Source: an optimization exercise on an open RTL-to-GDS flow (aim: small area, a short achievable clock period and few clock cycles). Production flows keep margins and buffers that such runs may drop. Only simulation tests tie the RTL to the original design; equivalence was not proved. No activity file was given, so power comes from the tool's default toggle rates.

==> flow/design.v <==
module demosaic(clk, reset, in_en, data_in, wr_r, addr_r, wdata_r, rdata_r, wr_g, addr_g, wdata_g, rdata_g, wr_b, addr_b, wdata_b, rdata_b, done);
input clk;
input reset;
input in_en;
input [7:0] data_in;
output reg wr_r;
output reg [13:0] addr_r;
output reg [7:0] wdata_r;
input [7:0] rdata_r;
output reg wr_g;
output reg [13:0] addr_g;
output reg [7:0] wdata_g;
input [7:0] rdata_g;
output reg wr_b;
output reg [13:0] addr_b;
output reg [7:0] wdata_b;
input [7:0] rdata_b;
output reg done;
reg        in_en_q;
reg [7:0]  din_q;
reg [13:0] lcnt;       
reg        ld_done;    
always @(posedge clk) din_q <= data_in;
always @(posedge clk or posedge reset) begin
    if (reset) begin
        in_en_q <= 1'b0;
        lcnt    <= 14'd0;
        ld_done <= 1'b0;
    end else begin
        in_en_q <= in_en;
        if (in_en_q) begin
            lcnt <= lcnt + 14'd1;
            if (&lcnt) ld_done <= 1'b1;
        end
    end
end
wire busy_g = in_en_q & ~(lcnt[7] ^ lcnt[0]);
wire busy_r = in_en_q & ~lcnt[7] &  lcnt[0];
wire busy_b = in_en_q &  lcnt[7] & ~lcnt[0];
reg  [5:0] g_yh;
reg  [6:0] g_x;        
reg  [6:0] g_s;        
reg        g_wait, g_fin;
reg  [1:0] g_roff;     
reg  [7:0] g_c0, g_c1, g_c2, g_c3;        
reg  [7:0] g_m10, g_m11, g_m12, g_m13;    
reg  [7:0] g_m20, g_m21, g_m22;           
reg  [8:0] g_s1, g_s2;
reg        g_ge;       
reg        g_rv;
reg  [1:0] g_ri;
wire g_go  = ~g_fin & ~g_wait & ~busy_g;
wire g_rd  = |g_s[3:0];
wire g_g6  = g_go & g_s[6];
wire g_rot = g_go & (g_s[3] | g_s[4] | g_s[5]);
wire g_wv  = g_go & ~g_rd & (g_x[6:1] != 6'd0);
wire ge    = ~g_x[0];
wire [6:0] g_xm = g_x - 7'd1;
wire [5:0] g_rrow = g_yh + {4'd0, g_roff};
wire [13:0] g_addr = {g_rrow, g_x[0], (g_rd ? g_x : g_xm)};
wire [9:0] g_sum = g_s1 + g_s2;
wire cap0 = g_rv & (g_ri == 2'd0);
wire cap1 = g_rv & (g_ri == 2'd1);
wire cap2 = g_rv & (g_ri == 2'd2);
wire cap3 = g_rv & (g_ri == 2'd3);
always @(posedge clk) begin
    g_ri <= {g_s[2] | g_s[3], g_s[1] | g_s[3]};
    if (g_rot)      g_c0 <= g_c1;
    else if (cap0)  g_c0 <= rdata_g;
    if (g_rot)      g_c1 <= cap2 ? rdata_g : g_c2;
    else if (cap1)  g_c1 <= rdata_g;
    if (g_rot)      g_c2 <= g_c0;
    else if (cap2)  g_c2 <= rdata_g;
    if (cap3)       g_c3 <= rdata_g;
    if (g_g6) g_ge <= g_x[0];
    if (g_g6) begin
        g_m10 <= g_c0;  g_m11 <= g_c1;  g_m12 <= g_c2;  g_m13 <= g_c3;
        g_m20 <= g_m11; g_m21 <= g_m12; g_m22 <= g_m13;
    end else if (g_rot) begin
        g_m10 <= g_m11; g_m11 <= g_m12; g_m12 <= g_m13; g_m13 <= g_m10;
        g_m20 <= g_m21; g_m21 <= g_m22; g_m22 <= g_m20;
    end
    if (g_rot) begin
        g_s1 <= g_c0 + g_m20;
        g_s2 <= g_m10 + (g_ge ? g_m11 : g_m13);
    end
end
always @(posedge clk or posedge reset) begin
    if (reset) begin
        g_yh   <= 6'd0;
        g_x    <= 7'd0;
        g_s    <= 7'd1;
        g_wait <= 1'b1;
        g_fin  <= 1'b0;
        g_rv   <= 1'b0;
        g_roff <= 2'd1;          
    end else begin
        g_rv <= g_go & g_rd;
        if (g_wait & (ld_done | (lcnt[13:7] >= {g_yh, 1'b1} + 7'd6)))    
            g_wait <= 1'b0;
        if (g_go) begin
            g_s <= {g_s[5:0], g_s[6]};
            if (g_s[6])
                g_roff <= {1'b0, g_x[0]};            
            else
                g_roff <= {g_s[1] | g_s[2] | g_s[5], g_s[0] | g_s[2] | g_s[4]}
                          + {1'b0, ge};
            if (g_s[6]) begin
                g_x  <= g_x + 7'd1;
                if (&g_x) begin
                    g_yh   <= g_yh + 6'd3;
                    g_wait <= 1'b1;
                    if (g_yh == 6'd60) g_fin <= 1'b1;
                end
            end
        end
    end
end
wire        r_wv, b_wv, r_fin, b_fin;
wire [13:0] r_addr, b_addr;
wire [7:0]  r_wdata, b_wdata;
demosaic_rb #(.P(1'b1)) u_r (
    .clk(clk), .reset(reset), .busy(busy_r), .ld_done(ld_done), .lrow(lcnt[13:7]),
    .rdata(rdata_r), .wv(r_wv), .addr(r_addr), .wdata(r_wdata), .fin(r_fin));
demosaic_rb #(.P(1'b0)) u_b (
    .clk(clk), .reset(reset), .busy(busy_b), .ld_done(ld_done), .lrow(lcnt[13:7]),
    .rdata(rdata_b), .wv(b_wv), .addr(b_addr), .wdata(b_wdata), .fin(b_fin));
always @(posedge clk) begin
    addr_g  <= busy_g ? lcnt  : g_addr;
    wdata_g <= busy_g ? din_q : g_sum[9:2];
    addr_r  <= busy_r ? lcnt  : r_addr;
    wdata_r <= busy_r ? din_q : r_wdata;
    addr_b  <= busy_b ? lcnt  : b_addr;
    wdata_b <= busy_b ? din_q : b_wdata;
end
always @(posedge clk or posedge reset) begin
    if (reset) begin
        wr_g <= 1'b0;
        wr_r <= 1'b0;
        wr_b <= 1'b0;
        done <= 1'b0;
    end else begin
        wr_g <= busy_g | g_wv;
        wr_r <= busy_r | r_wv;
        wr_b <= busy_b | b_wv;
        done <= ld_done & g_fin & r_fin & b_fin;
    end
end
endmodule
module demosaic_rb #(parameter P = 1'b1) (
    input             clk,
    input             reset,
    input             busy,
    input             ld_done,
    input      [6:0]  lrow,
    input      [7:0]  rdata,
    output            wv,
    output     [13:0] addr,
    output     [7:0]  wdata,
    output reg        fin
);
reg [5:0] ti;
reg [5:0] xi;
wire [5:0] ti1 = ti + 6'd1;
wire [5:0] xp  = xi - 6'd1;
reg       x64;         
reg [4:0] s;           
reg       wt;
reg [7:0] a, b, hp;
reg [8:0] vc, vp;
reg       rv, ri;
wire go = ~fin & ~wt & ~busy;
wire [7:0] hs = P ? b : a;
wire [6:0] row_m1 = P ? {ti, 1'b0}  : {ti, 1'b1};
wire [6:0] row_t  = P ? {ti, 1'b1}  : {ti1, 1'b0};
wire [6:0] row_p1 = P ? {ti1, 1'b0} : {ti1, 1'b1};
wire [6:0] row_h  = P ? row_p1 : row_m1;
wire [6:0] col_x  = {xi, P};
wire [6:0] col_x1 = P ? {xi, 1'b0} : {xp, 1'b1};
wire [6:0] col_x2 = P ? {xp, 1'b1} : {xp, 1'b0};
wire xi_lo = (xi == 6'd0) & ~x64;
wire hd_ok = ~xi_lo & ~x64;                                    
wire v_ok  = P ? hd_ok : (x64 | (xi[5:1] != 5'd0));           
reg [6:0] arow, acol;
reg       wok;
reg [7:0] wd;
wire [8:0] hsum = hp + hs;
wire [9:0] dsum = vp + vc;
always @(*) begin
    arow = ({7{s[0]}} & row_m1) | ({7{s[1]}} & row_p1) | ({7{s[2] | s[4]}} & row_t) | ({7{s[3]}} & row_h);
    acol = ({7{s[0] | s[1]}} & col_x) | ({7{s[2]}} & col_x2) | ({7{s[3] | s[4]}} & col_x1);
    wok  = (s[2] & v_ok) | ((s[3] | s[4]) & hd_ok);
    wd   = ({8{s[2]}} & vp[8:1]) | ({8{s[3]}} & hsum[8:1]) | ({8{s[4]}} & dsum[9:2]);
end
assign addr  = {arow, acol};
assign wdata = wd;
assign wv    = go & wok;
always @(posedge clk) begin
    ri <= s[1];
    if (rv) begin
        if (ri) b <= rdata;
        else    a <= rdata;
    end
    if (go & s[3]) vc <= a + b;
    if (go & s[4]) begin
        vp <= vc;
        hp <= hs;
    end
end
always @(posedge clk or posedge reset) begin
    if (reset) begin
        ti  <= 6'd0;
        xi  <= 6'd0;
        x64 <= 1'b0;
        s   <= 5'd1;
        wt  <= 1'b1;
        fin <= 1'b0;
        rv  <= 1'b0;
    end else begin
        rv <= go & (s[0] | s[1]);
        if (wt & (ld_done | ({1'b0, lrow[6:1]} >= {1'b0, ti} + 7'd2)))
            wt <= 1'b0;
        if (go) begin
            s <= {s[3:0], s[4]};
            if (s[4]) begin
                if (x64) begin
                    xi  <= 6'd0;
                    x64 <= 1'b0;
                    ti  <= ti1;
                    wt  <= 1'b1;
                    if (ti == 6'd62) fin <= 1'b1;
                end else begin
                    xi  <= xi + 6'd1;
                    x64 <= &xi;
                end
            end
        end
    end
end
endmodule
clock: 5.0 ns
lec_check: 0
cap_margin: 20
core_margin: 2
core_utilization: 40
cts_buf_list: sky130_fd_sc_hd__clkbuf_8
cts_cluster_diameter: 60
cts_cluster_size: 16
setup_slack_margin: 3.0
slew_margin: 20
tns_end_percent: 10
run.sh (not shown) runs the stock make flow with config.mk's settings and CLKGATE_MAP_FILE= SYNTH_SCRIPT=/design/flow/synth_recipe.tcl, a recipe that flattens the netlist after the stock synthesis.
The baseline completed without violations.
Testbench counts at the start, summed over its fixed seeds: cycles 329,652.
Then changed:
--- a/flow/design.v
+++ b/flow/design.v
@@ -13,42 +13,47 @@
 input [7:0] rdata_g;
 output reg wr_b;
 output reg [13:0] addr_b;
 output reg [7:0] wdata_b;
 input [7:0] rdata_b;
 output reg done;
-reg        in_en_q;
 reg [7:0]  din_q;
 reg [13:0] lcnt;       
 reg        ld_done;    
+reg        busy_g, busy_r, busy_b;    
+wire       in_en_q = busy_g | busy_r | busy_b;
+wire       ln0 = lcnt[0] ^ in_en_q;
+wire       ln7 = lcnt[7] ^ (in_en_q & (&lcnt[6:0]));
 always @(posedge clk) din_q <= data_in;
 always @(posedge clk or posedge reset) begin
     if (reset) begin
-        in_en_q <= 1'b0;
+        busy_g  <= 1'b0;
+        busy_r  <= 1'b0;
+        busy_b  <= 1'b0;
         lcnt    <= 14'd0;
         ld_done <= 1'b0;
     end else begin
-        in_en_q <= in_en;
+        busy_g <= in_en & ~(ln7 ^ ln0);
+        busy_r <= in_en & ~ln7 &  ln0;
+        busy_b <= in_en &  ln7 & ~ln0;
         if (in_en_q) begin
             lcnt <= lcnt + 14'd1;
             if (&lcnt) ld_done <= 1'b1;
         end
     end
 end
-wire busy_g = in_en_q & ~(lcnt[7] ^ lcnt[0]);
-wire busy_r = in_en_q & ~lcnt[7] &  lcnt[0];
-wire busy_b = in_en_q &  lcnt[7] & ~lcnt[0];
 reg  [5:0] g_yh;
 reg  [6:0] g_x;        
 reg  [6:0] g_s;        
 reg        g_wait, g_fin;
 reg  [1:0] g_roff;     
 reg  [7:0] g_c0, g_c1, g_c2, g_c3;        
 reg  [7:0] g_m10, g_m11, g_m12, g_m13;    
 reg  [7:0] g_m20, g_m21, g_m22;           
 reg  [8:0] g_s1, g_s2;
+reg  [7:0] g_m1x;      
 reg        g_ge;       
 reg        g_rv;
 reg  [1:0] g_ri;
 wire g_go  = ~g_fin & ~g_wait & ~busy_g;
 wire g_rd  = |g_s[3:0];
 wire g_g6  = g_go & g_s[6];
@@ -70,22 +75,24 @@
     if (g_rot)      g_c1 <= cap2 ? rdata_g : g_c2;
     else if (cap1)  g_c1 <= rdata_g;
     if (g_rot)      g_c2 <= g_c0;
     else if (cap2)  g_c2 <= rdata_g;
     if (cap3)       g_c3 <= rdata_g;
     if (g_g6) g_ge <= g_x[0];
+    if (g_g6)        g_m1x <= g_x[0] ? g_c1 : g_c3;     
+    else if (g_rot)  g_m1x <= g_ge ? g_m12 : g_m10;     
     if (g_g6) begin
         g_m10 <= g_c0;  g_m11 <= g_c1;  g_m12 <= g_c2;  g_m13 <= g_c3;
         g_m20 <= g_m11; g_m21 <= g_m12; g_m22 <= g_m13;
     end else if (g_rot) begin
         g_m10 <= g_m11; g_m11 <= g_m12; g_m12 <= g_m13; g_m13 <= g_m10;
         g_m20 <= g_m21; g_m21 <= g_m22; g_m22 <= g_m20;
     end
     if (g_rot) begin
         g_s1 <= g_c0 + g_m20;
-        g_s2 <= g_m10 + (g_ge ? g_m11 : g_m13);
+        g_s2 <= g_m10 + g_m1x;
     end
 end
 always @(posedge clk or posedge reset) begin
     if (reset) begin
         g_yh   <= 6'd0;
         g_x    <= 7'd0;
The changed run went through all stages and came out clean.
Final area grows by 3.2%.
Die area grows by 4.3%.
Routed wire length goes up by 1.8%.
Power goes up by 9.2%.
Worst setup slack is better by 0.052 ns.
Testbench counts after the change, summed over its fixed seeds: cycles 329,652.

## re-timing with driven ports
The flow's constraints put no driver on any port. The routed layouts listed below were extracted and timed again, unchanged, in two steps.
Step 1: set_driving_cell puts a clkbuf_16 on clk and a buf_2 on each other input, an assumption about the parent block.
Step 2 moves the port delays by t, midway between the first and last clock arrival at a register: inputs arrive t later, outputs are due t later. That takes back most of the time a late clock gives input paths.
a / b / c = ideal ports / drivers / drivers and shift; a / b = the first two.
| run | t (ns) | setup slack, ns | slew at the worst register clock pin (ns) | pins driven straight from the clock port |
|---|---|---|---|---|
| the first run | 0.690 | 2.774 / 2.721 / 2.792 | 0.11 / 0.11 | 1 |
| the second run | 0.647 | 2.826 / 2.777 / 2.711 | 0.10 / 0.10 | 1 |
After both steps every run listed still meets setup and hold. For the second run, which loses most, drivers alone change the setup slack by -0.049 ns; drivers and shift together by -0.115 ns. Setup slack includes reset recovery checks.
